Context: an optimization exercise on an open-source flow, tuned for small area. The choices shown serve that exercise and are no tape-out recipe.
In this exercise RTL edits were held to simulation tests only and were not proved equivalent to the original.
Power is estimated from default activity; no workload was simulated.

[design/flow/flow/resynth.tcl]
# Re-map the combinational logic of the standard synthesis netlist for area.
# Every flip-flop instance is kept as it is (same name, same cell type); only
# the gates between them are re-optimized and re-mapped.
yosys -import
set lib     $::env(RS_LIB)
set in_v    $::env(RS_IN)
set out_v   $::env(RS_OUT)
set script  $::env(RS_ABC)

read_verilog $in_v
read_liberty -ignore_miss_func $lib
hierarchy -top slink_ll
# registers (and anything sequential) stay as black-box instances
blackbox sky130_fd_sc_hd__df* sky130_fd_sc_hd__edf* sky130_fd_sc_hd__sdf* sky130_fd_sc_hd__dl*
flatten
# the gates are inlined now: every library cell becomes a black box again
blackbox sky130_fd_sc_hd__*
opt_clean -purge
tee -o $::env(RS_STAT_IN) stat -liberty $lib
abc -liberty $lib -dont_use sky130_fd_sc_hd__lpflow_* -dont_use sky130_fd_sc_hd__probe* -script $script
setundef -zero
splitnets
opt_clean -purge
hilomap -singleton -hicell sky130_fd_sc_hd__conb_1 HI -locell sky130_fd_sc_hd__conb_1 LO
insbuf -buf sky130_fd_sc_hd__buf_4 A X
opt_clean -purge
tee -o $::env(RS_STAT_OUT) stat -liberty $lib
write_verilog -noattr -nohex -nodec $out_v
# the written netlist must read back cleanly against the library
design -reset
read_liberty -lib $lib
read_verilog $out_v
hierarchy -check -top slink_ll
check -assert -mapped
[design/flow/flow/area.abc]
strash
 &get -n
 &deepsyn -T 60
 &put
 &get -n
 &dch -f
 &nf -p -R 1000 -F 8 -A 4 -C 32
 &put
[design/flow/config.mk]
export PLATFORM = sky130hd
export DESIGN_NAME = slink_ll
export DESIGN_NICKNAME = slink_ll
export VERILOG_FILES = /design/flow/design.v
export SDC_FILE = /design/flow/constraint.sdc
export NUM_CORES = 4
export LEC_CHECK = 0
export CAP_MARGIN = 20
export CORE_MARGIN = 2
export CORE_UTILIZATION = 60
export SLEW_MARGIN = 20
[design/flow/flow/run.sh]
#!/bin/bash
# Standard layout, except: the combinational logic of the standard synthesis
# is re-mapped for area (registers untouched), the port buffers are buf_1,
# and the clock tree uses clkbuf_8 without dummy loads.
set -euo pipefail
W=$(pwd)
R=$W/orfs/results/$FLOW_PLATFORM/slink_ll/base
YOSYS=$FLOW_HOME/../tools/install/yosys/bin/yosys
bash standard.sh synth > log_1_standard_synth.txt 2>&1
cp $R/1_2_yosys.v $W/std_1_2_yosys.v
RS_LIB=$FLOW_HOME/platforms/$FLOW_PLATFORM/lib/sky130_fd_sc_hd__tt_025C_1v80.lib \
RS_IN=$W/std_1_2_yosys.v RS_OUT=$W/resynth.v RS_ABC=$W/flow/area.abc \
RS_STAT_IN=$W/stat_std.txt RS_STAT_OUT=$W/stat_resynth.txt \
  $YOSYS -c $W/flow/resynth.tcl > log_2_resynth.txt 2>&1
cp $W/resynth.v $R/1_2_yosys.v
bash standard.sh "BUFFER_PORTS_ARGS=-buffer_cell sky130_fd_sc_hd__buf_1" \
  "CTS_ARGS=-sink_clustering_enable -repair_clock_nets -buf_list sky130_fd_sc_hd__clkbuf_8 -sink_clustering_size 16 -dont_use_dummy_load" \
  finish > log_3_standard_finish.txt 2>&1
[design/flow/constraint.sdc]
create_clock -name core_clock -period 12.0 [get_ports {clk}]
set_input_delay 2.4000 -clock core_clock [delete_from_list [all_inputs] [get_ports {clk}]]
set_output_delay 2.4000 -clock core_clock [all_outputs]
set_load 0.01 [all_outputs]
[design/flow/standard.sh]
#!/bin/bash
# synth_recipe.tcl (not shown) runs the flow's synth.tcl, then flattens the netlist and writes it again
# the make line also repeats each setting of config.mk as NAME=value (left out here)
make -C /OpenROAD-flow-scripts/flow DESIGN_CONFIG=/design/flow/config.mk WORK_HOME=/design/flow/orfs CLKGATE_MAP_FILE= SYNTH_SCRIPT=/design/flow/synth_recipe.tcl "${@:-finish}"
[design/flow/design.v]
localparam    TS1_BYTE0 = 8'h1e,
              TS1_BYTEX = 8'h55,  
              TS2_BYTE0 = 8'h2d,  
              TS2_BYTEX = 8'haa,  
              SDS_BYTE0 = 8'he1,  
              SDS_BYTEX = 8'hab;  
localparam    SNYC_B0   = 8'h00;
localparam    SNYC_B1   = 8'hff;
localparam    SH_DATA   = 2'b10;
localparam    SH_CTRL   = 2'b01;
localparam    P1_REQ_B0   = 8'hd1, 
              P2_REQ_B0   = 8'hd2,
              P3_REQ_B0   = 8'hd3,
              P_START_B0  = 8'hd8,
              PX_FILLER   = 8'h76;
localparam    ATTR_RD_B0  = 8'ha0,
              ATTR_WR_B0  = 8'ha1,
              ATTR_RSP_B0 = 8'ha3,
              ATTR_FILLER = 8'h17;
localparam    NOP_DATAID = 8'h01,
              NOP_WC0    = 8'hfe,
              NOP_WC1    = 8'hfd;
localparam    IDL_SYM    = 8'h00;
localparam    ONE_LANE       = 'd0,
              TWO_LANE       = 'd1,
              FOUR_LANE      = 'd2,
              EIGHT_LANE     = 'd3,
              SIXTEEN_LANE   = 'd4;
localparam    ATTR_ADDR       = 8'h02,
              ATTR_DATA       = 8'h03,
              ATTR_REQ        = 8'h04,
              ATTR_RSP        = 8'h05;
localparam    PX_REQ          = 8'h06,     
              PX_START        = 8'h08;     
localparam    ATTR_MAX_TXS    = 16'h0,
              ATTR_MAX_RXS    = 16'h1,
              ATTR_ACTIVE_TXS = 16'h2,
              ATTR_ACTIVE_RXS = 16'h3,
              ATTR_HARD_RESET_US  = 16'h8,
              ATTR_P1_TS1_TX  = 16'h20,
              ATTR_P1_TS1_RX  = 16'h21,
              ATTR_P1_TS2_TX  = 16'h22,
              ATTR_P1_TS2_RX  = 16'h23,
              ATTR_P2_TS1_TX  = 16'h24,
              ATTR_P2_TS1_RX  = 16'h25,
              ATTR_P2_TS2_TX  = 16'h26,
              ATTR_P2_TS2_RX  = 16'h27,
              ATTR_P3R_TS1_TX  = 16'h28,
              ATTR_P3R_TS1_RX  = 16'h29,
              ATTR_P3R_TS2_TX  = 16'h2a,
              ATTR_P3R_TS2_RX  = 16'h2b;
localparam    BIST_PAYLOAD_1010       = 4'h0,
              BIST_PAYLOAD_1100       = 4'h1,
              BIST_PAYLOAD_1111_0000  = 4'h2,
              BIST_PAYLOAD_COUNT      = 4'h8,
              BIST_PAYLOAD_PRBS9      = 4'h9,
              BIST_PAYLOAD_PRBS11     = 4'ha,
              BIST_PAYLOAD_PRBS18     = 4'hb;
function [15:0] slink_add16;
  input [15:0] a;
  input [15:0] b;
  integer i;
  reg c;
  begin
    c = 1'b0;
    for(i = 0; i < 16; i = i + 1) begin
      slink_add16[i] = a[i] ^ b[i] ^ c;
      c = (a[i] & b[i]) | (c & (a[i] ^ b[i]));
    end
  end
endfunction
function [15:0] slink_sub16;
  input [15:0] a;
  input [15:0] b;
  integer i;
  reg br;
  begin
    br = 1'b0;
    for(i = 0; i < 16; i = i + 1) begin
      slink_sub16[i] = a[i] ^ b[i] ^ br;
      br = (~a[i] & b[i]) | (br & ~(a[i] ^ b[i]));
    end
  end
endfunction
function slink_ge16;
  input [15:0] a;
  input [15:0] b;
  integer i;
  reg br;
  begin
    br = 1'b0;
    for(i = 0; i < 16; i = i + 1) begin
      br = (~a[i] & b[i]) | (br & ~(a[i] ^ b[i]));
    end
    slink_ge16 = ~br;
  end
endfunction
function slink_le8;
  input [7:0] a;
  input [7:0] b;
  integer i;
  reg br;
  begin
    br = 1'b0;
    for(i = 0; i < 8; i = i + 1) begin
      br = (~b[i] & a[i]) | (br & ~(a[i] ^ b[i]));
    end
    slink_le8 = ~br;
  end
endfunction
module slink_crc_8_16bit_compute(
  input  wire [7:0]     data_in,
  input  wire [15:0]    crc_prev,
  output wire [15:0]    crc_next
);
wire [7:0] x = data_in ^ crc_prev[7:0];
assign crc_next[15] = x[7] ^ x[3];
assign crc_next[14] = x[6] ^ x[2];
assign crc_next[13] = x[5] ^ x[1];
assign crc_next[12] = x[4] ^ x[0];
assign crc_next[11] = x[3];
assign crc_next[10] = x[7] ^ x[3] ^ x[2];
assign crc_next[ 9] = x[6] ^ x[2] ^ x[1];
assign crc_next[ 8] = x[5] ^ x[1] ^ x[0];
assign crc_next[ 7] = x[4] ^ x[0] ^ crc_prev[15];
assign crc_next[ 6] = x[3] ^ crc_prev[14];
assign crc_next[ 5] = x[2] ^ crc_prev[13];
assign crc_next[ 4] = x[1] ^ crc_prev[12];
assign crc_next[ 3] = x[7] ^ x[3] ^ x[0] ^ crc_prev[11];
assign crc_next[ 2] = x[6] ^ x[2] ^ crc_prev[10];
assign crc_next[ 1] = x[5] ^ x[1] ^ crc_prev[9];
assign crc_next[ 0] = x[4] ^ x[0] ^ crc_prev[8];
endmodule
module slink_ecc_calc(
  input  wire [23:0]      ph_in,
  output wire [5:0]       ecc
);
assign ecc[0] = ph_in[0] ^ ph_in[1] ^ ph_in[2] ^ ph_in[4] ^ ph_in[5] ^ ph_in[7] ^ ph_in[10] ^
                ph_in[11] ^ ph_in[13] ^ ph_in[16] ^ ph_in[20] ^ ph_in[21] ^ ph_in[22] ^ ph_in[23];
assign ecc[1] = ph_in[0] ^ ph_in[1] ^ ph_in[3] ^ ph_in[4] ^ ph_in[6] ^ ph_in[8] ^ ph_in[10] ^
                ph_in[12] ^ ph_in[14] ^ ph_in[17] ^ ph_in[20] ^ ph_in[21] ^ ph_in[22] ^ ph_in[23];
assign ecc[2] = ph_in[0] ^ ph_in[2] ^ ph_in[3] ^ ph_in[5] ^ ph_in[6] ^ ph_in[9] ^ ph_in[11] ^
                ph_in[12] ^ ph_in[15] ^ ph_in[18] ^ ph_in[20] ^ ph_in[21] ^ ph_in[22];
assign ecc[3] = ph_in[1] ^ ph_in[2] ^ ph_in[3] ^ ph_in[7] ^ ph_in[8] ^ ph_in[9] ^ ph_in[13] ^
                ph_in[14] ^ ph_in[15] ^ ph_in[19] ^ ph_in[20] ^ ph_in[21] ^ ph_in[23];
assign ecc[4] = ph_in[4] ^ ph_in[5] ^ ph_in[6] ^ ph_in[7] ^ ph_in[8] ^ ph_in[9] ^ ph_in[16] ^
                ph_in[17] ^ ph_in[18] ^ ph_in[19] ^ ph_in[20] ^ ph_in[22] ^ ph_in[23];
assign ecc[5] = ph_in[10] ^ ph_in[11] ^ ph_in[12] ^ ph_in[13] ^ ph_in[14] ^ ph_in[15] ^ ph_in[16] ^
                ph_in[17] ^ ph_in[18] ^ ph_in[19] ^ ph_in[21] ^ ph_in[22] ^ ph_in[23];
endmodule
module slink_ecc_syndrome(
  input  wire [23:0]      ph_in,             
  input  wire [5:0]       rx_ecc,            
  output reg  [23:0]      corrected_ph,      
  output reg              corrected,         
  output wire             corrupt            
);
wire [5:0] ecc;
wire [5:0] syndrome;
slink_ecc_calc u_calc (.ph_in(ph_in), .ecc(ecc));
assign syndrome = ecc ^ rx_ecc;
reg [23:0] flip;
always @(*) begin
  flip = 24'd0;
  case(syndrome)
    6'h07 : flip[0]  = 1'b1;
    6'h0B : flip[1]  = 1'b1;
    6'h0D : flip[2]  = 1'b1;
    6'h0E : flip[3]  = 1'b1;
    6'h13 : flip[4]  = 1'b1;
    6'h15 : flip[5]  = 1'b1;
    6'h16 : flip[6]  = 1'b1;
    6'h19 : flip[7]  = 1'b1;
    6'h1A : flip[8]  = 1'b1;
    6'h1C : flip[9]  = 1'b1;
    6'h23 : flip[10] = 1'b1;
    6'h25 : flip[11] = 1'b1;
    6'h26 : flip[12] = 1'b1;
    6'h29 : flip[13] = 1'b1;
    6'h2A : flip[14] = 1'b1;
    6'h2C : flip[15] = 1'b1;
    6'h31 : flip[16] = 1'b1;
    6'h32 : flip[17] = 1'b1;
    6'h34 : flip[18] = 1'b1;
    6'h38 : flip[19] = 1'b1;
    6'h1F : flip[20] = 1'b1;
    6'h2F : flip[21] = 1'b1;
    6'h37 : flip[22] = 1'b1;
    6'h3B : flip[23] = 1'b1;
    default : ;
  endcase
  corrected_ph = ph_in ^ flip;
  corrected    = (|flip) || (syndrome == 6'h01) || (syndrome == 6'h02) || (syndrome == 6'h04) ||
                 (syndrome == 6'h08) || (syndrome == 6'h10) || (syndrome == 6'h20);
end
assign corrupt = (|syndrome) && ~corrected;
endmodule
module slink_ll_rx_pkt_filt (
  input  wire             sop,
  input  wire [7:0]       data_id,
  input  wire             valid,
  output wire             sop_app,
  output wire             valid_app
);
wire  pkt_is_internal = (data_id[7:1] == 7'd0);   
assign sop_app          = ~pkt_is_internal && sop;
assign valid_app        = ~pkt_is_internal && valid;
endmodule
module slink_ll_tx (
  input  wire         clk,
  input  wire         reset,
  input  wire         enable,
  input  wire [7:0]   swi_short_packet_max,
  input  wire         sop,
  input  wire [7:0]   data_id,
  input  wire [15:0]  word_count,
  input  wire [31:0]  app_data,
  output reg          advance,
  input  wire [1:0]   delimeter,
  input  wire [2:0]   active_lanes,
  input  wire         sds_sent,
  input  wire         ll_tx_valid,
  output wire [31:0]  link_data,
  output reg          link_idle
);
localparam    TS1_BYTE0 = 8'h1e,
              TS1_BYTEX = 8'h55,  
              TS2_BYTE0 = 8'h2d,  
              TS2_BYTEX = 8'haa,  
              SDS_BYTE0 = 8'he1,  
              SDS_BYTEX = 8'hab;  
localparam    SNYC_B0   = 8'h00;
localparam    SNYC_B1   = 8'hff;
localparam    SH_DATA   = 2'b10;
localparam    SH_CTRL   = 2'b01;
localparam    P1_REQ_B0   = 8'hd1, 
              P2_REQ_B0   = 8'hd2,
              P3_REQ_B0   = 8'hd3,
              P_START_B0  = 8'hd8,
              PX_FILLER   = 8'h76;
localparam    ATTR_RD_B0  = 8'ha0,
              ATTR_WR_B0  = 8'ha1,
              ATTR_RSP_B0 = 8'ha3,
              ATTR_FILLER = 8'h17;
localparam    NOP_DATAID = 8'h01,
              NOP_WC0    = 8'hfe,
              NOP_WC1    = 8'hfd;
localparam    IDL_SYM    = 8'h00;
localparam    ONE_LANE       = 'd0,
              TWO_LANE       = 'd1,
              FOUR_LANE      = 'd2,
              EIGHT_LANE     = 'd3,
              SIXTEEN_LANE   = 'd4;
localparam    ATTR_ADDR       = 8'h02,
              ATTR_DATA       = 8'h03,
              ATTR_REQ        = 8'h04,
              ATTR_RSP        = 8'h05;
localparam    PX_REQ          = 8'h06,     
              PX_START        = 8'h08;     
localparam    ATTR_MAX_TXS    = 16'h0,
              ATTR_MAX_RXS    = 16'h1,
              ATTR_ACTIVE_TXS = 16'h2,
              ATTR_ACTIVE_RXS = 16'h3,
              ATTR_HARD_RESET_US  = 16'h8,
              ATTR_P1_TS1_TX  = 16'h20,
              ATTR_P1_TS1_RX  = 16'h21,
              ATTR_P1_TS2_TX  = 16'h22,
              ATTR_P1_TS2_RX  = 16'h23,
              ATTR_P2_TS1_TX  = 16'h24,
              ATTR_P2_TS1_RX  = 16'h25,
              ATTR_P2_TS2_TX  = 16'h26,
              ATTR_P2_TS2_RX  = 16'h27,
              ATTR_P3R_TS1_TX  = 16'h28,
              ATTR_P3R_TS1_RX  = 16'h29,
              ATTR_P3R_TS2_TX  = 16'h2a,
              ATTR_P3R_TS2_RX  = 16'h2b;
localparam    BIST_PAYLOAD_1010       = 4'h0,
              BIST_PAYLOAD_1100       = 4'h1,
              BIST_PAYLOAD_1111_0000  = 4'h2,
              BIST_PAYLOAD_COUNT      = 4'h8,
              BIST_PAYLOAD_PRBS9      = 4'h9,
              BIST_PAYLOAD_PRBS11     = 4'ha,
              BIST_PAYLOAD_PRBS18     = 4'hb;
function [15:0] slink_add16;
  input [15:0] a;
  input [15:0] b;
  integer i;
  reg c;
  begin
    c = 1'b0;
    for(i = 0; i < 16; i = i + 1) begin
      slink_add16[i] = a[i] ^ b[i] ^ c;
      c = (a[i] & b[i]) | (c & (a[i] ^ b[i]));
    end
  end
endfunction
function [15:0] slink_sub16;
  input [15:0] a;
  input [15:0] b;
  integer i;
  reg br;
  begin
    br = 1'b0;
    for(i = 0; i < 16; i = i + 1) begin
      slink_sub16[i] = a[i] ^ b[i] ^ br;
      br = (~a[i] & b[i]) | (br & ~(a[i] ^ b[i]));
    end
  end
endfunction
function slink_ge16;
  input [15:0] a;
  input [15:0] b;
  integer i;
  reg br;
  begin
    br = 1'b0;
    for(i = 0; i < 16; i = i + 1) begin
      br = (~a[i] & b[i]) | (br & ~(a[i] ^ b[i]));
    end
    slink_ge16 = ~br;
  end
endfunction
function slink_le8;
  input [7:0] a;
  input [7:0] b;
  integer i;
  reg br;
  begin
    br = 1'b0;
    for(i = 0; i < 8; i = i + 1) begin
      br = (~b[i] & a[i]) | (br & ~(a[i] ^ b[i]));
    end
    slink_le8 = ~br;
  end
endfunction
localparam      WAIT_SDS      = 4'd0,
                IDLE          = 4'd1,
                HEADER_WC0    = 4'd3,
                HEADER_WC1    = 4'd4,
                HEADER_ECC    = 4'd5,
                LONG_DATA     = 4'd6,
                CRC0          = 4'd7,
                CRC1          = 4'd8,
                IDL_SYM_ST    = 4'd9;
localparam [23:0] NOP_PH = {NOP_WC1, NOP_WC0, NOP_DATAID};
reg   [3:0]   state, nstate;
reg   [31:0]  link_data_reg, link_data_reg_in;
reg   [1:0]   byte_count, byte_count_in;
reg   [15:0]  remaining, remaining_in;
reg           never;
reg   [5:0]   ecc_reg;
reg           is_short_pkt_reg;
reg   [1:0]   delim_count;
wire  [1:0]   delim_count_in;
reg   [15:0]  crc, crc_in;
reg           hdr_load;
wire lane1 = ~active_lanes[1] & ~active_lanes[0];
wire lane2 = active_lanes[0];
wire lane4 = active_lanes[1];
wire [5:0]  nop_ecc;
wire [5:0]  hdr_ecc;
slink_ecc_calc u_nop_ecc (.ph_in(NOP_PH),                  .ecc(nop_ecc));
slink_ecc_calc u_hdr_ecc (.ph_in({word_count, data_id}),   .ecc(hdr_ecc));
wire        is_short_pkt  = slink_le8(data_id, swi_short_packet_max);
wire        delim_adv     = delim_count == delimeter;
wire        delim_start   = delim_count == 2'd0;
wire [3:0]  nstate_idle_check = delim_adv ? IDLE : IDL_SYM_ST;
assign delim_count_in = enable ? ll_tx_valid ? ((nstate == WAIT_SDS) || delim_adv ? 2'd0 : {delim_count[1] ^ delim_count[0], ~delim_count[0]}) : delim_count : 2'd0;
wire [31:0] nop_first = lane4 ? {2'b00, nop_ecc, NOP_WC1, NOP_WC0, NOP_DATAID} :
                        lane2 ? {16'd0, NOP_WC0, NOP_DATAID} : {24'd0, NOP_DATAID};
wire [7:0]  byte1 = byte_count[1] ? (byte_count[0] ? app_data[31:24] : app_data[23:16]) :
                                   (byte_count[0] ? app_data[15: 8] : app_data[ 7: 0]);
wire [15:0] half2 = byte_count[1] ? app_data[31:16] : app_data[15:0];
wire [31:0] crc_data = lane4 ? app_data : lane2 ? {16'd0, half2} : {24'd0, byte1};
wire [15:0] crc_n0, crc_n1, crc_n2, crc_n3;
slink_crc_8_16bit_compute u_crc0 (.data_in(crc_data[ 7: 0]), .crc_prev(crc),    .crc_next(crc_n0));
slink_crc_8_16bit_compute u_crc1 (.data_in(crc_data[15: 8]), .crc_prev(crc_n0), .crc_next(crc_n1));
slink_crc_8_16bit_compute u_crc2 (.data_in(crc_data[23:16]), .crc_prev(crc_n1), .crc_next(crc_n2));
slink_crc_8_16bit_compute u_crc3 (.data_in(crc_data[31:24]), .crc_prev(crc_n2), .crc_next(crc_n3));
wire [15:0] step      = {13'd0, lane4, lane2, lane1};
wire        rem_hi0   = ~(|remaining[15:3]);
wire        last_data = ~never && rem_hi0 &&
                        (lane4 ? ~(remaining[2] & (remaining[1] | remaining[0])) :
                         lane2 ? ~remaining[2] & ~(remaining[1] & remaining[0]) :
                                 ~remaining[2] & ~remaining[1]);
wire        never_in  = (&word_count[15:2]) && (lane4 ? (word_count[1] | word_count[0]) : lane2 && (word_count[1] & word_count[0]));
always @(posedge clk or posedge reset) begin
  if(reset) begin
    state               <= WAIT_SDS;
    link_data_reg       <= 32'd0;
    delim_count         <= 2'd0;
  end else begin
    state               <= nstate;
    link_data_reg       <= link_data_reg_in;
    delim_count         <= delim_count_in;
  end
end
always @(posedge clk) begin
  byte_count          <= byte_count_in;
  remaining           <= remaining_in;
  crc                 <= crc_in;
  if(hdr_load) begin
    never             <= never_in;
    ecc_reg           <= hdr_ecc;
    is_short_pkt_reg  <= is_short_pkt;
  end
end
always @(*) begin
  nstate            = state;
  link_data_reg_in  = link_data_reg;
  byte_count_in     = byte_count;
  remaining_in      = remaining;
  advance           = 1'b0;
  link_idle         = 1'b0;
  hdr_load          = 1'b0;
  crc_in            = crc;
  case(state)
    WAIT_SDS : begin
      link_data_reg_in  = 32'd0;
      if(sds_sent) begin
        nstate            = IDLE;
        link_data_reg_in  = nop_first;
        byte_count_in     = lane4 ? 2'd0 : 2'd1;
      end
    end
    IDLE : begin
      crc_in = 16'hffff;
      if(ll_tx_valid) begin
        if(|byte_count[1:0]) begin
          if(lane2) begin
            link_data_reg_in  = {16'd0, 2'b00, nop_ecc, NOP_WC1};
            byte_count_in     = 2'd0;
          end else if(lane1) begin
            link_data_reg_in  = {24'd0, (byte_count[1:0] == 2'd1) ? NOP_WC0 :
                                        (byte_count[1:0] == 2'd2) ? NOP_WC1 : {2'b00, nop_ecc}};
            byte_count_in     = {byte_count[1] ^ byte_count[0], ~byte_count[0]};
          end
        end else if(sop && delim_start) begin
          hdr_load = 1'b1;
          remaining_in = word_count;
          if(lane4) begin
            link_data_reg_in  = {2'b00, hdr_ecc, word_count, data_id};
            advance           = is_short_pkt;
            nstate            = is_short_pkt ? IDLE : LONG_DATA;
          end else if(lane2) begin
            link_data_reg_in  = {16'd0, word_count[7:0], data_id};
            byte_count_in     = 2'd1;
            nstate            = HEADER_WC1;
          end else begin
            link_data_reg_in  = {24'd0, data_id};
            nstate            = HEADER_WC0;
          end
        end else begin
          link_idle         = 1'b1;
          link_data_reg_in  = nop_first;
          byte_count_in     = lane4 ? 2'd0 : 2'd1;
        end
      end
    end
    HEADER_WC0 : begin
      if(ll_tx_valid) begin
        link_data_reg_in  = {24'd0, word_count[7:0]};
        nstate            = HEADER_WC1;
      end
    end
    HEADER_WC1 : begin
      if(ll_tx_valid) begin
        advance           = is_short_pkt_reg;
        if(lane2) begin
          link_data_reg_in  = {16'd0, 2'b00, ecc_reg, word_count[15:8]};
          nstate            = is_short_pkt_reg ? IDLE : LONG_DATA;
          byte_count_in     = 2'd0;
        end else begin
          link_data_reg_in  = {24'd0, word_count[15:8]};
          nstate            = HEADER_ECC;
        end
      end
    end
    HEADER_ECC : begin
      if(ll_tx_valid) begin
        link_data_reg_in  = {24'd0, 2'b00, ecc_reg};
        nstate            = is_short_pkt_reg ? IDLE : (~(|remaining) ? CRC0 : LONG_DATA);
        byte_count_in     = 2'd0;
      end
    end
    LONG_DATA : begin
      if(ll_tx_valid) begin
        byte_count_in     = lane4 ? byte_count : lane2 ? {~byte_count[1], byte_count[0]} :
                                                         {byte_count[1] ^ byte_count[0], ~byte_count[0]};
        remaining_in      = slink_sub16(remaining, step);
        if(lane4) begin
          link_data_reg_in  = app_data;
          advance           = 1'b1;
          crc_in            = crc_n3;
          if(last_data) begin
            case(remaining[1:0])
              2'b00 : begin
                byte_count_in     = 2'd0;
                nstate            = CRC0;
              end
              2'b01 : begin
                link_data_reg_in  = {IDL_SYM, crc_n0, app_data[7:0]};
                byte_count_in     = 2'd0;
                nstate            = nstate_idle_check;
              end
              2'b10 : begin
                link_data_reg_in  = {crc_n1, app_data[15:0]};
                byte_count_in     = 2'd0;
                nstate            = nstate_idle_check;
              end
              2'b11 : begin
                link_data_reg_in  = {crc_n2[7:0], app_data[23:0]};
                crc_in            = crc_n2;
                nstate            = CRC1;
              end
            endcase
          end
        end else if(lane2) begin
          link_data_reg_in  = {16'd0, half2};
          advance           = byte_count[1];
          crc_in            = crc_n1;
          if(last_data) begin
            advance           = 1'b1;
            nstate            = CRC0;
            if(remaining[0]) begin
              link_data_reg_in  = {16'd0, crc_n0[7:0], half2[7:0]};
              crc_in            = crc_n0;
              nstate            = CRC1;
            end
          end
        end else begin
          link_data_reg_in  = {24'd0, byte1};
          advance           = &byte_count[1:0];
          crc_in            = crc_n0;
          if(last_data) begin
            advance           = 1'b1;
            nstate            = CRC0;
          end
        end
      end
    end
    CRC0 : begin
      byte_count_in     = 2'd0;
      if(ll_tx_valid) begin
        if(lane1) begin
          link_data_reg_in  = {24'd0, crc[7:0]};
          nstate            = CRC1;
        end else begin
          link_data_reg_in  = {16'd0, crc};
          nstate            = nstate_idle_check;
        end
      end
    end
    CRC1 : begin
      if(ll_tx_valid) begin
        link_data_reg_in  = {24'd0, crc[15:8]};
        nstate            = nstate_idle_check;
        byte_count_in     = 2'd0;
      end
    end
    IDL_SYM_ST : begin
      if(ll_tx_valid) begin
        nstate            = nstate_idle_check;
        link_data_reg_in  = 32'd0;
      end
    end
    default : begin
      nstate            = WAIT_SDS;
    end
  endcase
  if(~enable) begin
    nstate            = WAIT_SDS;
  end
end
assign link_data = link_data_reg;
endmodule
module slink_ll_rx (
  input  wire         clk,
  input  wire         reset,
  input  wire         enable,
  input  wire [7:0]   swi_short_packet_max,
  output reg          sop,
  output wire [7:0]   data_id,
  output wire [15:0]  word_count,
  output wire [31:0]  app_data,
  output reg          valid,
  input  wire [2:0]   active_lanes,
  input  wire [1:0]   delimeter,
  input  wire         swi_allow_ecc_corrected,
  input  wire         swi_ecc_corrected_causes_reset,
  input  wire         swi_ecc_corrupted_causes_reset,
  input  wire         swi_crc_corrupted_causes_reset,
  input  wire         sds_received,
  output wire         ecc_corrected,
  output wire         ecc_corrupted,
  output reg          crc_corrupted,
  input  wire         external_link_reset_condition,
  output reg          link_reset_condition,
  input  wire [31:0]  link_data,
  input  wire         ll_rx_valid
);
localparam    TS1_BYTE0 = 8'h1e,
              TS1_BYTEX = 8'h55,  
              TS2_BYTE0 = 8'h2d,  
              TS2_BYTEX = 8'haa,  
              SDS_BYTE0 = 8'he1,  
              SDS_BYTEX = 8'hab;  
localparam    SNYC_B0   = 8'h00;
localparam    SNYC_B1   = 8'hff;
localparam    SH_DATA   = 2'b10;
localparam    SH_CTRL   = 2'b01;
localparam    P1_REQ_B0   = 8'hd1, 
              P2_REQ_B0   = 8'hd2,
              P3_REQ_B0   = 8'hd3,
              P_START_B0  = 8'hd8,
              PX_FILLER   = 8'h76;
localparam    ATTR_RD_B0  = 8'ha0,
              ATTR_WR_B0  = 8'ha1,
              ATTR_RSP_B0 = 8'ha3,
              ATTR_FILLER = 8'h17;
localparam    NOP_DATAID = 8'h01,
              NOP_WC0    = 8'hfe,
              NOP_WC1    = 8'hfd;
localparam    IDL_SYM    = 8'h00;
localparam    ONE_LANE       = 'd0,
              TWO_LANE       = 'd1,
              FOUR_LANE      = 'd2,
              EIGHT_LANE     = 'd3,
              SIXTEEN_LANE   = 'd4;
localparam    ATTR_ADDR       = 8'h02,
              ATTR_DATA       = 8'h03,
              ATTR_REQ        = 8'h04,
              ATTR_RSP        = 8'h05;
localparam    PX_REQ          = 8'h06,     
              PX_START        = 8'h08;     
localparam    ATTR_MAX_TXS    = 16'h0,
              ATTR_MAX_RXS    = 16'h1,
              ATTR_ACTIVE_TXS = 16'h2,
              ATTR_ACTIVE_RXS = 16'h3,
              ATTR_HARD_RESET_US  = 16'h8,
              ATTR_P1_TS1_TX  = 16'h20,
              ATTR_P1_TS1_RX  = 16'h21,
              ATTR_P1_TS2_TX  = 16'h22,
              ATTR_P1_TS2_RX  = 16'h23,
              ATTR_P2_TS1_TX  = 16'h24,
              ATTR_P2_TS1_RX  = 16'h25,
              ATTR_P2_TS2_TX  = 16'h26,
              ATTR_P2_TS2_RX  = 16'h27,
              ATTR_P3R_TS1_TX  = 16'h28,
              ATTR_P3R_TS1_RX  = 16'h29,
              ATTR_P3R_TS2_TX  = 16'h2a,
              ATTR_P3R_TS2_RX  = 16'h2b;
localparam    BIST_PAYLOAD_1010       = 4'h0,
              BIST_PAYLOAD_1100       = 4'h1,
              BIST_PAYLOAD_1111_0000  = 4'h2,
              BIST_PAYLOAD_COUNT      = 4'h8,
              BIST_PAYLOAD_PRBS9      = 4'h9,
              BIST_PAYLOAD_PRBS11     = 4'ha,
              BIST_PAYLOAD_PRBS18     = 4'hb;
function [15:0] slink_add16;
  input [15:0] a;
  input [15:0] b;
  integer i;
  reg c;
  begin
    c = 1'b0;
    for(i = 0; i < 16; i = i + 1) begin
      slink_add16[i] = a[i] ^ b[i] ^ c;
      c = (a[i] & b[i]) | (c & (a[i] ^ b[i]));
    end
  end
endfunction
function [15:0] slink_sub16;
  input [15:0] a;
  input [15:0] b;
  integer i;
  reg br;
  begin
    br = 1'b0;
    for(i = 0; i < 16; i = i + 1) begin
      slink_sub16[i] = a[i] ^ b[i] ^ br;
      br = (~a[i] & b[i]) | (br & ~(a[i] ^ b[i]));
    end
  end
endfunction
function slink_ge16;
  input [15:0] a;
  input [15:0] b;
  integer i;
  reg br;
  begin
    br = 1'b0;
    for(i = 0; i < 16; i = i + 1) begin
      br = (~a[i] & b[i]) | (br & ~(a[i] ^ b[i]));
    end
    slink_ge16 = ~br;
  end
endfunction
function slink_le8;
  input [7:0] a;
  input [7:0] b;
  integer i;
  reg br;
  begin
    br = 1'b0;
    for(i = 0; i < 8; i = i + 1) begin
      br = (~b[i] & a[i]) | (br & ~(a[i] ^ b[i]));
    end
    slink_le8 = ~br;
  end
endfunction
localparam    WAIT_SDS      = 4'd0,
              IDLE          = 4'd1,
              HEADER_WC0    = 4'd3,
              HEADER_WC1    = 4'd4,
              HEADER_ECC    = 4'd5,
              LONG_DATA     = 4'd6,
              CRC0          = 4'd7,
              CRC1          = 4'd8;
reg   [3:0]   state, nstate;
reg   [31:0]  app_data_reg, app_data_reg_in;
reg   [15:0]  byte_count, byte_count_in;
reg   [7:0]   data_id_reg, data_id_reg_in;
reg   [15:0]  word_count_reg, word_count_reg_in;
reg           sop_in, valid_in;
reg           sop_sent, sop_sent_in;
reg           crc_corr_prev, crc_corr_prev_in;
reg           crc_corrupted_in;
reg   [15:0]  crc, crc_in;
reg   [1:0]   delim_count;
wire  [1:0]   delim_count_in;
wire lane1 = ~active_lanes[1] & ~active_lanes[0];
wire lane2 = active_lanes[0];
wire lane4 = active_lanes[1];
wire reset_cond = link_reset_condition || external_link_reset_condition || ~enable;
assign delim_count_in = enable ? ll_rx_valid ? ((state == WAIT_SDS) || (delim_count == delimeter) ? 2'd0 : {delim_count[1] ^ delim_count[0], ~delim_count[0]}) : delim_count : 2'd0;
wire   delim_adv      = delim_count == 2'd0;
wire [23:0] ph_check = lane4 ? link_data[23:0] :
                       lane2 ? {link_data[7:0], word_count_reg[7:0], data_id_reg} :
                               {word_count_reg, data_id_reg};
wire [5:0]  rx_ecc   = lane4 ? link_data[29:24] : lane2 ? link_data[13:8] : link_data[5:0];
wire [23:0] corrected_ph;
wire        corrected;
wire        corrupt;
slink_ecc_syndrome u_slink_ecc_syndrome (
  .ph_in           ( ph_check         ),
  .rx_ecc          ( rx_ecc           ),
  .corrected_ph    ( corrected_ph     ),
  .corrected       ( corrected        ),
  .corrupt         ( corrupt          ));
wire ecc_check = ll_rx_valid && (lane4 ? (state == IDLE) && delim_adv :
                                 lane2 ? (state == HEADER_WC1) && ~reset_cond :
                                         (state == HEADER_ECC) && ~reset_cond);
assign ecc_corrected = corrected && ecc_check;
assign ecc_corrupted = corrupt   && ecc_check;
wire block_app_for_ecc_error    = ecc_corrupted || (ecc_corrected && ~swi_allow_ecc_corrected);
wire short_pkt_check_corrected  = slink_le8(corrected_ph[7:0], swi_short_packet_max);
wire short_pkt_corrected_cond   = short_pkt_check_corrected && ~block_app_for_ecc_error;
wire link_reset_condition_in    = (swi_ecc_corrected_causes_reset && ecc_corrected) ||
                                  (swi_ecc_corrupted_causes_reset && ecc_corrupted) ||
                                  (swi_crc_corrupted_causes_reset && crc_corrupted);
wire [15:0] crc_n0, crc_n1, crc_n2, crc_n3;
slink_crc_8_16bit_compute u_crc0 (.data_in(link_data[ 7: 0]), .crc_prev(crc),    .crc_next(crc_n0));
slink_crc_8_16bit_compute u_crc1 (.data_in(link_data[15: 8]), .crc_prev(crc_n0), .crc_next(crc_n1));
slink_crc_8_16bit_compute u_crc2 (.data_in(link_data[23:16]), .crc_prev(crc_n1), .crc_next(crc_n2));
slink_crc_8_16bit_compute u_crc3 (.data_in(link_data[31:24]), .crc_prev(crc_n2), .crc_next(crc_n3));
wire [15:0] byte_count_step = slink_add16(byte_count, {13'd0, lane4, lane2, lane1});
wire        last_data       = slink_ge16(byte_count_step, word_count_reg);
wire sop_app;
wire valid_app;
always @(posedge clk or posedge reset) begin
  if(reset) begin
    state               <= WAIT_SDS;
    sop                 <= 1'b0;
    valid               <= 1'b0;
    crc_corrupted       <= 1'b0;
    link_reset_condition<= 1'b0;
    delim_count         <= 2'd0;
  end else begin
    state               <= nstate;
    sop                 <= sop_app;
    valid               <= valid_app;
    crc_corrupted       <= crc_corrupted_in;
    link_reset_condition<= link_reset_condition_in;
    delim_count         <= delim_count_in;
  end
end
always @(posedge clk) begin
  app_data_reg        <= app_data_reg_in;
  data_id_reg         <= data_id_reg_in;
  word_count_reg      <= word_count_reg_in;
  byte_count          <= byte_count_in;
  sop_sent            <= sop_sent_in;
  crc_corr_prev       <= crc_corr_prev_in;
  crc                 <= crc_in;
end
always @(*) begin
  nstate                = state;
  app_data_reg_in       = app_data_reg;
  data_id_reg_in        = data_id_reg;
  word_count_reg_in     = word_count_reg;
  sop_in                = 1'b0;
  valid_in              = 1'b0;
  byte_count_in         = byte_count;
  sop_sent_in           = sop_sent;
  crc_in                = crc;
  crc_corrupted_in      = 1'b0;
  crc_corr_prev_in      = crc_corr_prev;
  case(state)
    WAIT_SDS : begin
      if(sds_received) begin
        nstate          = IDLE;
      end
    end
    IDLE : begin
      crc_corr_prev_in  = 1'b0;
      sop_sent_in       = 1'b0;
      byte_count_in     = 16'd0;
      app_data_reg_in   = 32'd0;
      crc_in            = 16'hffff;
      if(delim_adv && ll_rx_valid) begin
        if(lane4) begin
          data_id_reg_in    = corrected_ph[ 7:0];
          word_count_reg_in = corrected_ph[23:8];
          sop_in            = short_pkt_corrected_cond;
          valid_in          = short_pkt_corrected_cond;
          nstate            = short_pkt_check_corrected ? IDLE : LONG_DATA;
        end else if(lane2) begin
          data_id_reg_in    = link_data[7:0];
          word_count_reg_in[7:0] = link_data[15:8];    
          nstate            = HEADER_WC1;
        end else begin
          data_id_reg_in    = link_data[7:0];
          nstate            = HEADER_WC0;
        end
      end
    end
    HEADER_WC0 : begin
      if(ll_rx_valid) begin
        word_count_reg_in[7:0] = link_data[7:0];       
        nstate            = HEADER_WC1;
      end
    end
    HEADER_WC1 : begin
      if(ll_rx_valid) begin
        if(lane2) begin
          data_id_reg_in    = corrected_ph[7:0];
          word_count_reg_in = corrected_ph[23:8];
          nstate            = short_pkt_check_corrected ? IDLE : LONG_DATA;
          sop_in            = short_pkt_corrected_cond;
          valid_in          = short_pkt_corrected_cond;
          byte_count_in     = 16'd0;
        end else begin
          word_count_reg_in = {link_data[7:0], word_count_reg[7:0]};
          nstate            = HEADER_ECC;
        end
      end
    end
    HEADER_ECC : begin
      if(ll_rx_valid) begin
        data_id_reg_in    = corrected_ph[7:0];
        word_count_reg_in = corrected_ph[23:8];
        nstate            = short_pkt_check_corrected ? IDLE : LONG_DATA;
        sop_in            = short_pkt_corrected_cond;
        valid_in          = short_pkt_corrected_cond;
        byte_count_in     = 16'd0;
      end
    end
    LONG_DATA : begin
      if(ll_rx_valid) begin
        byte_count_in       = byte_count_step;
        if(lane4) begin
          app_data_reg_in   = link_data;
          valid_in          = 1'b1;
          crc_in            = crc_n3;
          if(last_data) begin
            byte_count_in   = 16'd0;
            case(word_count_reg[1:0])
              2'b00 : begin
                nstate            = CRC0;
                valid_in          = 1'b0;
              end
              2'b01 : begin
                crc_corrupted_in  = |crc_n2;
                nstate            = IDLE;
                app_data_reg_in   = {24'd0, link_data[7:0]};
              end
              2'b10 : begin
                crc_corrupted_in  = |crc_n3;
                nstate            = IDLE;
                app_data_reg_in   = {16'd0, link_data[15:0]};
              end
              2'b11 : begin
                crc_corr_prev_in  = |crc_n3[15:8];
                valid_in          = 1'b0;
                nstate            = CRC1;
                crc_in            = crc_n2;
                app_data_reg_in   = {8'd0, link_data[23:0]};
              end
            endcase
          end
        end else if(lane2) begin
          if(byte_count[1]) app_data_reg_in[31:16] = link_data[15:0];
          else              app_data_reg_in[15: 0] = link_data[15:0];
          valid_in          = byte_count[1];
          crc_in            = crc_n1;
          if(last_data) begin
            valid_in        = 1'b0;
            byte_count_in   = 16'd0;
            if(word_count_reg[0]) begin
              nstate            = CRC1;
              crc_in            = crc_n0;
              crc_corrupted_in  = |crc_n1[15:8];
            end else begin
              nstate            = CRC0;
            end
          end
        end else begin
          case(byte_count[1:0])
            2'd0 : app_data_reg_in[ 7: 0] = link_data[7:0];
            2'd1 : app_data_reg_in[15: 8] = link_data[7:0];
            2'd2 : app_data_reg_in[23:16] = link_data[7:0];
            2'd3 : app_data_reg_in[31:24] = link_data[7:0];
          endcase
          valid_in          = &byte_count[1:0];
          crc_in            = crc_n0;
          if(last_data) begin
            nstate          = CRC0;
            valid_in        = 1'b0;
          end
        end
        sop_in          = valid_in && ~sop_sent;
        sop_sent_in     = valid_in || sop_sent;
      end
    end
    CRC0 : begin
      if(ll_rx_valid) begin
        if(lane1) begin
          nstate            = CRC1;
          crc_corr_prev_in  = |crc_n0[15:8];
        end else begin
          nstate            = IDLE;
          crc_corrupted_in  = |crc_n1;
          valid_in          = 1'b1;
        end
        sop_in          = valid_in && ~sop_sent;
        sop_sent_in     = valid_in || sop_sent;
      end
    end
    CRC1 : begin
      if(ll_rx_valid) begin
        nstate            = IDLE;
        crc_corrupted_in  = (crc[15:8] != link_data[7:0]) || crc_corr_prev;
        valid_in          = 1'b1;
        sop_in            = ~sop_sent;
        sop_sent_in       = 1'b1;
      end
    end
    default : begin
      nstate    = WAIT_SDS;
    end
  endcase
  if(reset_cond) begin
    nstate      = WAIT_SDS;
  end
end
slink_ll_rx_pkt_filt u_slink_ll_rx_pkt_filt (
  .sop                  ( sop_in          ),
  .data_id              ( data_id_reg_in  ),
  .valid                ( valid_in        ),
  .sop_app              ( sop_app         ),
  .valid_app            ( valid_app       ));
assign data_id        = data_id_reg;
assign word_count     = word_count_reg;
assign app_data       = app_data_reg;
endmodule
module slink_ll (
  input  wire         clk,
  input  wire         reset,
  input  wire         enable,
  input  wire [7:0]   swi_short_packet_max,
  input  wire [1:0]   delimeter,
  input  wire [2:0]   tx_active_lanes,
  input  wire [2:0]   rx_active_lanes,
  input  wire         swi_allow_ecc_corrected,
  input  wire         swi_ecc_corrected_causes_reset,
  input  wire         swi_ecc_corrupted_causes_reset,
  input  wire         swi_crc_corrupted_causes_reset,
  input  wire         tx_sop,
  input  wire [7:0]   tx_data_id,
  input  wire [15:0]  tx_word_count,
  input  wire [31:0]  tx_app_data,
  output wire         tx_advance,
  input  wire         tx_sds_sent,
  input  wire         tx_ll_valid,
  output wire [31:0]  tx_link_data,
  output wire         tx_link_idle,
  input  wire         rx_sds_received,
  input  wire         rx_ll_valid,
  input  wire [31:0]  rx_link_data,
  input  wire         external_link_reset_condition,
  output wire         rx_sop,
  output wire [7:0]   rx_data_id,
  output wire [15:0]  rx_word_count,
  output wire [31:0]  rx_app_data,
  output wire         rx_valid,
  output wire         rx_ecc_corrected,
  output wire         rx_ecc_corrupted,
  output wire         rx_crc_corrupted,
  output wire         link_reset_condition
);
slink_ll_tx u_slink_ll_tx (
  .clk                      ( clk                   ),
  .reset                    ( reset                 ),
  .enable                   ( enable                ),
  .swi_short_packet_max     ( swi_short_packet_max  ),
  .sop                      ( tx_sop                ),
  .data_id                  ( tx_data_id            ),
  .word_count               ( tx_word_count         ),
  .app_data                 ( tx_app_data           ),
  .advance                  ( tx_advance            ),
  .delimeter                ( delimeter             ),
  .active_lanes             ( tx_active_lanes       ),
  .sds_sent                 ( tx_sds_sent           ),
  .link_data                ( tx_link_data          ),
  .ll_tx_valid              ( tx_ll_valid           ),
  .link_idle                ( tx_link_idle          ));
slink_ll_rx u_slink_ll_rx (
  .clk                                ( clk                             ),
  .reset                              ( reset                           ),
  .enable                             ( enable                          ),
  .swi_short_packet_max               ( swi_short_packet_max            ),
  .sop                                ( rx_sop                          ),
  .data_id                            ( rx_data_id                      ),
  .word_count                         ( rx_word_count                   ),
  .app_data                           ( rx_app_data                     ),
  .valid                              ( rx_valid                        ),
  .active_lanes                       ( rx_active_lanes                 ),
  .delimeter                          ( delimeter                       ),
  .swi_allow_ecc_corrected            ( swi_allow_ecc_corrected         ),
  .swi_ecc_corrected_causes_reset     ( swi_ecc_corrected_causes_reset  ),
  .swi_ecc_corrupted_causes_reset     ( swi_ecc_corrupted_causes_reset  ),
  .swi_crc_corrupted_causes_reset     ( swi_crc_corrupted_causes_reset  ),
  .sds_received                       ( rx_sds_received                 ),
  .ecc_corrected                      ( rx_ecc_corrected                ),
  .ecc_corrupted                      ( rx_ecc_corrupted                ),
  .crc_corrupted                      ( rx_crc_corrupted                ),
  .external_link_reset_condition      ( external_link_reset_condition   ),
  .link_reset_condition               ( link_reset_condition            ),
  .link_data                          ( rx_link_data                    ),
  .ll_rx_valid                        ( rx_ll_valid                     ));
endmodule
==> results of run 1 <==
-- per-stage QoR --
step	power, uW	worst slack, ns	utilization, %
floorplan	2400	4.61	-
global placement	2850	2.87	64.8
detailed placement	2860	2.78	64.8
CTS	3200	3.26	65.8
global route	3430	2.54	65.8
finish	3280	3.04	65.8
-- power groups by stage --
stage	Sequential, uW	Combinational, uW	Clock [uW]
after floorplan	797	1600	0
after global placement	813	2030	0
after detailed placement	815	2040	0
after CTS	802	2060	338
after global routing	810	2260	360
final	805	2130	339
-- per-layer routing --
layer,part of all wire [%],up-vias
met2,41,1253
met3,16,216
met4,3.9,4
met5,0.025,-
met1,38,7017
li1,-,6480
-- worst min-delay path by stage --
| stage | cells past startpoint | to | startpoint |
|---|---|---|---|
| after global placement | 2 | u_slink_ll_tx.link_data_reg[0]$_DFFE_PP0P_ | u_slink_ll_tx.link_data_reg[0]$_DFFE_PP0P_ |
| after global routing | 2 | u_slink_ll_tx.link_data_reg[4]$_DFFE_PP0P_ | u_slink_ll_tx.link_data_reg[4]$_DFFE_PP0P_ |
| after floorplan | 1 | u_slink_ll_rx.sop$_DFF_PP0_ | u_slink_ll_rx.sop_sent$_DFFE_PP_ |
| after CTS | 1 | u_slink_ll_rx.sop$_DFF_PP0_ | u_slink_ll_rx.sop_sent$_DFFE_PP_ |
| after detailed placement | 1 | u_slink_ll_rx.sop$_DFF_PP0_ | u_slink_ll_rx.sop_sent$_DFFE_PP_ |
| final | 1 | u_slink_ll_rx.sop$_DFF_PP0_ | u_slink_ll_rx.sop_sent$_DFFE_PP_ |
-- critical path, delay by kind of cell --
kind / cells / cell delay [ns]
adder cells (fa/ha/maj): 1 / 0.55
AND/OR/NAND/NOR: 11 / 2.96
buffers and inverters: 3 / 1.30
AO/OA/AOI/OAI: 8 / 2.03
-- cell type report --
type                            instances  area, um2  area share (%)
Timing Repair Buffer                  231        947            5.95
Tap cell                              324        405            2.55
Sequential cell                       180       5090            32.0
Multi-Input combinational cell       1398       9080            57.1
Clock buffer                           17        234            1.47
Antenna cell                            2       5.00          0.0315
Inverter                               38        144           0.904
==> flow_summary.json, run 1 <==
{
  "avgRoutedWirePerCell_um": 25.3,
  "core_um2": 24200,
  "power_report.internal_total_uw": 1640,
  "dpl_cell_area_um2": 15700,
  "slowest_delay_ns": 0.67,
  "fin_crit_ns": 8.96,
  "layout.cells.most_common": "xnor2_1",
  "crit_path_max_fanout": 63,
  "setup_viol": 0,
  "syn-cell-area_um2": 14700,
  "peakVddDrop_uv": 296,
  "finalClockSkew_ns": 0.0400,
  "clock.fmax_ghz": 0.112,
  "wl_um": 55400,
  "endpoint_kind": "register",
  "comb_power_share_pct": 65.1,
  "status": "complete, no violations",
  "track_usage_pct": 41.5,
  "post_cts_buffers": 0,
  "crit_end": "u_slink_ll_rx.app_data_reg[17]$_SDFFCE_PN0P_",
  "grtUsageMet1_pct": 59.0,
  "gr-usage-met2_pct": 58.8,
  "htree_levels": 4,
  "place_congestion": 0.999,
  "leakage_uw": 0.00530,
  "drive_gt1_share_pct": 2.25,
  "r2r-start": "u_slink_ll_tx.byte_count[1]$_DFFE_PP_",
  "clockPowerShare_pct": 10.3,
  "grt_antenna_before_repair": 3,
  "switchingPower_uw": 1630,
  "p_seq_share_pct": 24.6,
  "ys_warn_count": 3,
  "dp_hpwl_um": 41700,
  "root_buffer": "clkbuf_8",
  "cts.sinks": 180,
  "rsz0062_at_grt": "false",
  "grt_pass1_vias": 13700,
  "slew_headroom_pct": 24.5,
  "fin_nets": 1983,
  "grt_pass1_wl_um": 81500,
  "grt_max_degree": 64,
  "drc": 0,
  "netSwitchingFraction_pct": 49.9,
  "clock_latency_ns": 0.49,
  "io-pin-count": 213,
  "fillers": 2135,
  "clockBufferDepth": 2,
  "p_per_area_nw_per_um2": 206,
  "synth_area_per_cell_um2": 8.81,
  "cts_made_buffers": 17,
  "clk_pin_slew_ns": 0.08,
  "finalMaxSlewViolations": 0,
  "initial_core_util_pct": 60.9,
  "rows": 57,
  "post_cts_resized": 0,
  "rrSetupSlack_ns": 5.41,
  "postCtsHoldBufs": 0,
  "startpoint_type": "input pin",
  "use_met3_pct": 14.2,
  "grt.overflow.total": 0,
  "final_antenna_net_count": 0,
  "cp-startpoint": "rx_active_lanes[1]",
  "vias_per_cell": 6.84,
  "cp_cell_sequence": "clkbuf_2 -> buf_4 -> clkinv_1 -> o21a_1 -> a31oi_1 -> a32o_1 -> nand4_1 -> nor2b_1 -> nand3_1 -> nor2b_1 -> nand3_1 -> nor2b_1 -> a21o_1 -> nand2_1 -> a22oi_1 -> a21oi_1 -> maj3_1 -> nor2b_1 -> and2_0 -> nand3_1 -> o21ai_0 -> nand2_1 -> o21ai_0",
  "holdWs_ns": 0.463,
  "area_delta_synth_final_pct": 8.02,
  "fin_crit_sh_pct": 74.7,
  "path_class": "in -> reg",
  "synth_nets": 1789,
  "fp.dieW_um": 161,
  "cpMostUsedCell": "nor2b_1",
  "crit_slowest_cell": "o21ai_0",
  "cts_tree": "built",
  "min_path_type": "reg -> reg",
  "layout_common_cells": "xnor2_1 (231), buf_1 (209), nor2_1 (197)",
  "dp_cells": 2171,
  "portBuffers": 210,
  "drt_iter0_markers": 2708,
  "dr.pass1.iters": 9,
  "r2r_end": "u_slink_ll_tx.crc[8]$_SDFFCE_PN1P_",
  "worstRegToRegCells": 14,
  "cp.arrival_ns": 9.27,
  "num_vias": 15000,
  "die_y_um": 161,
  "critical_path_required_ns": 12.31,
  "finalHoldViolations": 0,
  "cap_violations": 0,
  "synthCells": 1672,
  "final_area_um2": 15900,
  "worst_pin_slew_ns": 1.12,
  "setup_tns_ns": 0,
  "fin_cells": 2190,
  "dieArea_um2": 25800,
  "globalRoute.busiestLayer": "met1"
}
==> inputs of run 2 (changes only) <==
--- a/design/flow/config.mk
+++ b/design/flow/config.mk
@@ -7,5 +7,5 @@
 export LEC_CHECK = 0
 export CAP_MARGIN = 20
 export CORE_MARGIN = 2
-export CORE_UTILIZATION = 60
+export CORE_UTILIZATION = 50
 export SLEW_MARGIN = 20
==> flow_summary.json, run 2 <==
{
  "rsz0062_at_grt": "false",
  "dp_hpwl_um": 43800,
  "fin_crit_ns": 9.10,
  "portBuffers": 210,
  "drc": 0,
  "fin_cells": 2261,
  "leakage_uw": 0.00536,
  "setup_viol": 0,
  "rows": 62,
  "grt_pass1_wl_um": 85000,
  "clock.fmax_ghz": 0.110,
  "dr.pass1.iters": 8,
  "ys_warn_count": 3,
  "final_antenna_net_count": 0,
  "endpoint_kind": "primary output",
  "cpMostUsedCell": "xnor2_1",
  "dieArea_um2": 30800,
  "total_power_uw": 3270,
  "path_class": "in -> out",
  "post_cts_buffers": 0,
  "clockBufferDepth": 2,
  "cts_tree": "built",
  "fin_nets": 1994,
  "p_per_area_nw_per_um2": 204,
  "postCtsHoldBufs": 0,
  "core_um2": 28900,
  "status": "complete, no violations",
  "initial_core_util_pct": 51.0,
  "fillers": 2765,
  "finalHoldViolations": 0,
  "critical_path_required_ns": 9.60,
  "grt.overflow.total": 0,
  "cp_cell_sequence": "buf_1 -> nor2b_1 -> a22oi_1 -> nand2_1 -> xor2_1 -> xnor2_1 -> xnor2_1 -> xnor2_1 -> o31ai_1 -> nor2_1 -> a21oi_1 -> and2_0 -> buf_1",
  "fin_crit_sh_pct": 75.8,
  "min_path_type": "reg -> reg",
  "grt_antenna_before_repair": 0,
  "wl_um": 57200,
  "cp.arrival_ns": 6.70,
  "root_buffer": "clkbuf_8",
  "crit_slowest_cell": "nor2b_1",
  "finalClockSkew_ns": 0.0247,
  "cts_made_buffers": 17,
  "cap_violations": 0,
  "slew_headroom_pct": 22.8,
  "syn-cell-area_um2": 14700,
  "synth_nets": 1789,
  "drt_iter0_markers": 2089,
  "grt_pass1_vias": 13600,
  "cts.sinks": 180,
  "layout_common_cells": "xnor2_1 (231), buf_1 (209), nor2_1 (197)",
  "layout.cells.most_common": "xnor2_1",
  "place_congestion": 0.976,
  "synth_area_per_cell_um2": 8.81,
  "htree_levels": 4,
  "startpoint_type": "input pin",
  "crit_path_max_fanout": 18,
  "post_cts_resized": 0,
  "drive_gt1_share_pct": 2.77,
  "worst_pin_slew_ns": 1.13,
  "finalMaxSlewViolations": 0,
  "setup_tns_ns": 0,
  "io-pin-count": 213,
  "synthCells": 1672,
  "num_vias": 14600,
  "vias_per_cell": 6.45,
  "slowest_delay_ns": 0.92,
  "grt_max_degree": 64,
  "fp.dieW_um": 176,
  "track_usage_pct": 36.7,
  "die_y_um": 176,
  "clock_latency_ns": 0.49,
  "avgRoutedWirePerCell_um": 25.3,
  "peakVddDrop_uv": 271,
  "clk_pin_slew_ns": 0.08,
  "dp_cells": 2242,
  "area_delta_synth_final_pct": 9.05
}
-- run 2: final timing paths --
kind	slack, ns	cells past startpoint	end	from
worst max-delay path	2.90	13	rx_ecc_corrected	rx_active_lanes[0]
worst min-delay path	0.46	1	u_slink_ll_rx.sop$_DFF_PP0_	u_slink_ll_rx.sop_sent$_DFFE_PP_
worst max register to register	5.47	17	u_slink_ll_tx.crc[1]$_SDFFCE_PN1P_	u_slink_ll_tx.byte_count[1]$_DFFE_PP_
worst min register to register	0.46	1	u_slink_ll_rx.sop$_DFF_PP0_	u_slink_ll_rx.sop_sent$_DFFE_PP_
max in group asynchronous	9.42	3	u_slink_ll_tx.link_data_reg[13]$_DFFE_PP0P_	reset
min in group asynchronous	2.06	3	u_slink_ll_tx.link_data_reg[30]$_DFFE_PP0P_	reset
-- run 2: metal layers --
| metal | global-route usage, % | share of wire (%) | routed length [um] |
|---|---|---|---|
| met5 | 0 | 0 | 0 |
| met4 | 10.6 | 2.6 | 1470 |
| met3 | 8.87 | 12 | 6610 |
| met2 | 52.7 | 42 | 24200 |
| met1 | 54.6 | 44 | 25000 |
-- run 2: worst max-delay path, delay by kind of cell --
| family | cells | cell delay [ns] |
|---|---|---|
| and+or+nand+nor | 4 | 1.53 |
| AOI/OAI and AO/OA | 3 | 1.14 |
| buffers and inverters | 2 | 0.82 |
| xor gates and xnor gates | 4 | 0.80 |
-- run 2: stage by stage --
step	cell area [um2]	setup WS (ns)	hold WS, ns	utilization [%]
floorplan	14700	4.61	0.437	-
global placement	15800	3.11	0.457	54.8
detailed placement	15800	3.06	0.458	54.8
CTS	16100	3.04	0.469	55.6
global route	16100	2.52	0.500	55.6
finish	16100	2.90	0.463	55.7
-- run 2: final cells by class --
cell class	instances	area [um2]	area share, %
Inverter	38	143	0.888
Timing Repair Buffer	242	1030	6.41
Tap cell	384	480	2.99
Sequential cell	180	5090	31.7
Multi-Input combinational cell	1398	9080	56.5
Clock buffer	17	234	1.46
Antenna cell	2	5.00	0.0312
-- run 2: power breakdown --
part	switching [uW]	internal (uW)	leakage [uW]
combinational	1340	781	0.00347
clock	217	126	0.000122
sequential	67.4	741	0.00176
==> inputs of run 3 (changes only) <==
--- a/design/flow/design.v
+++ b/design/flow/design.v
@@ -388,21 +388,25 @@
   if(reset) begin
     state               <= WAIT_SDS;
     link_data_reg       <= 32'd0;
+    byte_count          <= 2'd0;
+    remaining           <= 16'd0;
+    never               <= 1'b0;
+    ecc_reg             <= 6'd0;
     delim_count         <= 2'd0;
+    is_short_pkt_reg    <= 1'b0;
+    crc                 <= 16'hffff;
   end else begin
     state               <= nstate;
     link_data_reg       <= link_data_reg_in;
+    byte_count          <= byte_count_in;
+    remaining           <= remaining_in;
     delim_count         <= delim_count_in;
-  end
-end
-always @(posedge clk) begin
-  byte_count          <= byte_count_in;
-  remaining           <= remaining_in;
-  crc                 <= crc_in;
-  if(hdr_load) begin
-    never             <= never_in;
-    ecc_reg           <= hdr_ecc;
-    is_short_pkt_reg  <= is_short_pkt;
+    crc                 <= crc_in;
+    if(hdr_load) begin
+      never             <= never_in;
+      ecc_reg           <= hdr_ecc;
+      is_short_pkt_reg  <= is_short_pkt;
+    end
   end
 end
 always @(*) begin
@@ -771,29 +775,34 @@
 always @(posedge clk or posedge reset) begin
   if(reset) begin
     state               <= WAIT_SDS;
+    app_data_reg        <= 32'd0;
+    data_id_reg         <= 8'd0;
+    word_count_reg      <= 16'd0;
     sop                 <= 1'b0;
     valid               <= 1'b0;
+    byte_count          <= 16'd0;
+    sop_sent            <= 1'b0;
+    crc_corr_prev       <= 1'b0;
     crc_corrupted       <= 1'b0;
     link_reset_condition<= 1'b0;
     delim_count         <= 2'd0;
+    crc                 <= 16'hffff;
   end else begin
     state               <= nstate;
+    app_data_reg        <= app_data_reg_in;
+    data_id_reg         <= data_id_reg_in;
+    word_count_reg      <= word_count_reg_in;
     sop                 <= sop_app;
     valid               <= valid_app;
+    byte_count          <= byte_count_in;
+    sop_sent            <= sop_sent_in;
+    crc_corr_prev       <= crc_corr_prev_in;
     crc_corrupted       <= crc_corrupted_in;
     link_reset_condition<= link_reset_condition_in;
     delim_count         <= delim_count_in;
+    crc                 <= crc_in;
   end
 end
-always @(posedge clk) begin
-  app_data_reg        <= app_data_reg_in;
-  data_id_reg         <= data_id_reg_in;
-  word_count_reg      <= word_count_reg_in;
-  byte_count          <= byte_count_in;
-  sop_sent            <= sop_sent_in;
-  crc_corr_prev       <= crc_corr_prev_in;
-  crc                 <= crc_in;
-end
 always @(*) begin
   nstate                = state;
   app_data_reg_in       = app_data_reg;
==> flow_summary.json, run 3 <==
{
  "rsz0062_at_grt": "false",
  "grt_antenna_before_repair": 1,
  "portBuffers": 210,
  "cts_tree": "built",
  "core_um2": 29600,
  "path_class": "in -> reg",
  "peakVddDrop_uv": 310,
  "synth_area_per_cell_um2": 8.34,
  "finalClockSkew_ns": 0.0382,
  "io-pin-count": 213,
  "initial_core_util_pct": 50.7,
  "drive_gt1_share_pct": 4.61,
  "r2r_end": "u_slink_ll_tx.crc[3]$_DFFE_PP1P_",
  "htree_levels": 4,
  "fp.dieW_um": 177,
  "finalHoldViolations": 0,
  "fin_crit_sh_pct": 79.4,
  "grt_max_degree": 116,
  "clock.fmax_ghz": 0.105,
  "cap_violations": 0,
  "num_vias": 15400,
  "dieArea_um2": 31400,
  "clock_latency_ns": 0.52,
  "dp_slack_ns": 2.41,
  "avgRoutedWirePerCell_um": 25.9,
  "final_antenna_net_count": 0,
  "drt_iter0_markers": 1983,
  "rrSetupSlack_ns": 4.75,
  "drc": 0,
  "fin_nets": 2091,
  "layout_common_cells": "xnor2_1 (252), buf_1 (209), nor2_1 (183)",
  "cp.arrival_ns": 9.95,
  "syn-cell-area_um2": 15000,
  "setup_ws_ns": 2.48,
  "area_delta_synth_final_pct": 7.65,
  "critical_path_required_ns": 12.43,
  "fin_crit_ns": 9.52,
  "layout.cells.most_common": "xnor2_1",
  "cts_made_buffers": 17,
  "ys_warn_count": 3,
  "place_congestion": 1.02,
  "fin_util_pct": 54.6,
  "crit_path_max_fanout": 23,
  "wl_um": 61100,
  "post_cts_buffers": 0,
  "track_usage_pct": 39.2,
  "diodes": 0,
  "dp_hpwl_um": 46200,
  "finalMaxSlewViolations": 0,
  "grt_pass1_vias": 14400,
  "clockBufferDepth": 2,
  "root_buffer": "clkbuf_8",
  "synthCells": 1796,
  "worstRegToRegCells": 17,
  "worst_pin_slew_ns": 1.19,
  "min_path_type": "reg -> reg",
  "grt.overflow.total": 0,
  "crit_end": "u_slink_ll_tx.crc[3]$_DFFE_PP1P_",
  "grt_pass1_wl_um": 91500,
  "vias_per_cell": 6.51,
  "p_per_area_nw_per_um2": 316,
  "dr.pass1.iters": 9,
  "synth_nets": 1913,
  "status": "complete, no violations",
  "fin_cells": 2362,
  "die_y_um": 177,
  "startpoint_type": "input pin",
  "clk_pin_slew_ns": 0.09,
  "slew_headroom_pct": 20.3,
  "rows": 63,
  "leakage_uw": 0.00593,
  "endpoint_kind": "register",
  "setup_viol": 0,
  "postCtsHoldBufs": 0,
  "post_cts_resized": 0,
  "setup_tns_ns": 0,
  "cp-startpoint": "tx_active_lanes[1]",
  "cts.sinks": 180,
  "r2r-start": "u_slink_ll_tx.byte_count[1]$_DFFE_PP0P_",
  "dp_cells": 2345
}
run 3: routing by layer:
layer  part of all wire (%)  track usage, %
met1                     43            56.7
met2                     41            54.6
met3                     13            11.5
met5                  0.021               0
met4                    3.7            14.7
run 3: power by group:
group	internal [uW]	switching (uW)	leakage [uW]
registers	753	211	0.00224
clock network	125	216	0.000122
logic	1400	2390	0.00356
total	2280	2810	0.00593
run 3: worst max-delay path, cell delays in order:
cell      delay (ns)
buf_1           0.06
buf_4           0.33
clkinv_1        0.42
nand2_1         0.60
mux2i_1         0.32
a211oi_1        0.45
xnor2_1         0.25
xnor2_1         0.68
xor2_1          0.43
xor2_1          0.32
xnor2_1         0.78
xor2_1          0.30
xor2_1          0.53
xnor2_1         0.33
xnor2_1         0.49
xor2_1          0.44
xnor2_1         0.20
nand2b_1        0.18
nor2_1          0.07
o32a_1          0.33
run 3: through the flow:
step	area [um2]	power, uW	hold WS [ns]
global route	16100	5420	0.525
global placement	15900	4620	0.454
floorplan	15000	3790	0.440
detailed placement	15900	4640	0.460
CTS	16100	4990	0.481
finish	16100	5100	0.477
run 3: how the worst min path moves through the flow:
stage | to | startpoint | cells after the start | slack [ns]
global placement | u_slink_ll_rx.app_data_reg[24]$_DFFE_PP0P_ | u_slink_ll_rx.app_data_reg[24]$_DFFE_PP0P_ | 2 | 0.45
detailed placement | u_slink_ll_rx.app_data_reg[24]$_DFFE_PP0P_ | u_slink_ll_rx.app_data_reg[24]$_DFFE_PP0P_ | 2 | 0.46
CTS | u_slink_ll_rx.app_data_reg[24]$_DFFE_PP0P_ | u_slink_ll_rx.app_data_reg[24]$_DFFE_PP0P_ | 2 | 0.48
finish | u_slink_ll_rx.app_data_reg[24]$_DFFE_PP0P_ | u_slink_ll_rx.app_data_reg[24]$_DFFE_PP0P_ | 2 | 0.48
floorplan | u_slink_ll_rx.app_data_reg[24]$_DFFE_PP0P_ | u_slink_ll_rx.app_data_reg[24]$_DFFE_PP0P_ | 2 | 0.44
global route | u_slink_ll_rx.app_data_reg[9]$_DFFE_PP0P_ | u_slink_ll_rx.app_data_reg[9]$_DFFE_PP0P_ | 2 | 0.52
run 3: final cells by class:
type                    instances  area [um2]
fillers                      2924       13400
multi-input cells            1466        9560
flip-flops and latches        180        4540
repair buffers                247        1070
well taps                     390         488
inverters                      62         240
clock buffers                  17         234

afterwards: timing with drivers on the ports:
Ports are ideal in the flow. The routed layouts listed here were re-timed in OpenROAD.
Step 1: set_driving_cell puts a clkbuf_16 on clk and a buf_2 on each other input, an assumption about the parent block.
Step 2 adds t to the input delays and takes it off the output delays; t is the mean of the earliest and latest rising clock arrival at the registers after step 1. Input paths then give back, and output paths get back, about the clock's delay inside the block.
Slacks: ideal ports / drivers / drivers and shift; pairs: ideal ports / drivers.
run	t, ns	slack for setup (ns)	slew at the worst register clock pin (ns)
run 1	0.520	3.042 / 3.063 / 2.543	0.12 / 0.12
run 2	0.528	2.901 / 2.867 / 2.867	0.10 / 0.10
run 3	0.548	2.476 / 2.499 / 1.951	0.11 / 0.11
After both steps every run listed still meets setup and hold. The setup slack of run 3, which loses most, moves by +0.023 ns with the drivers and by -0.525 ns with both steps.
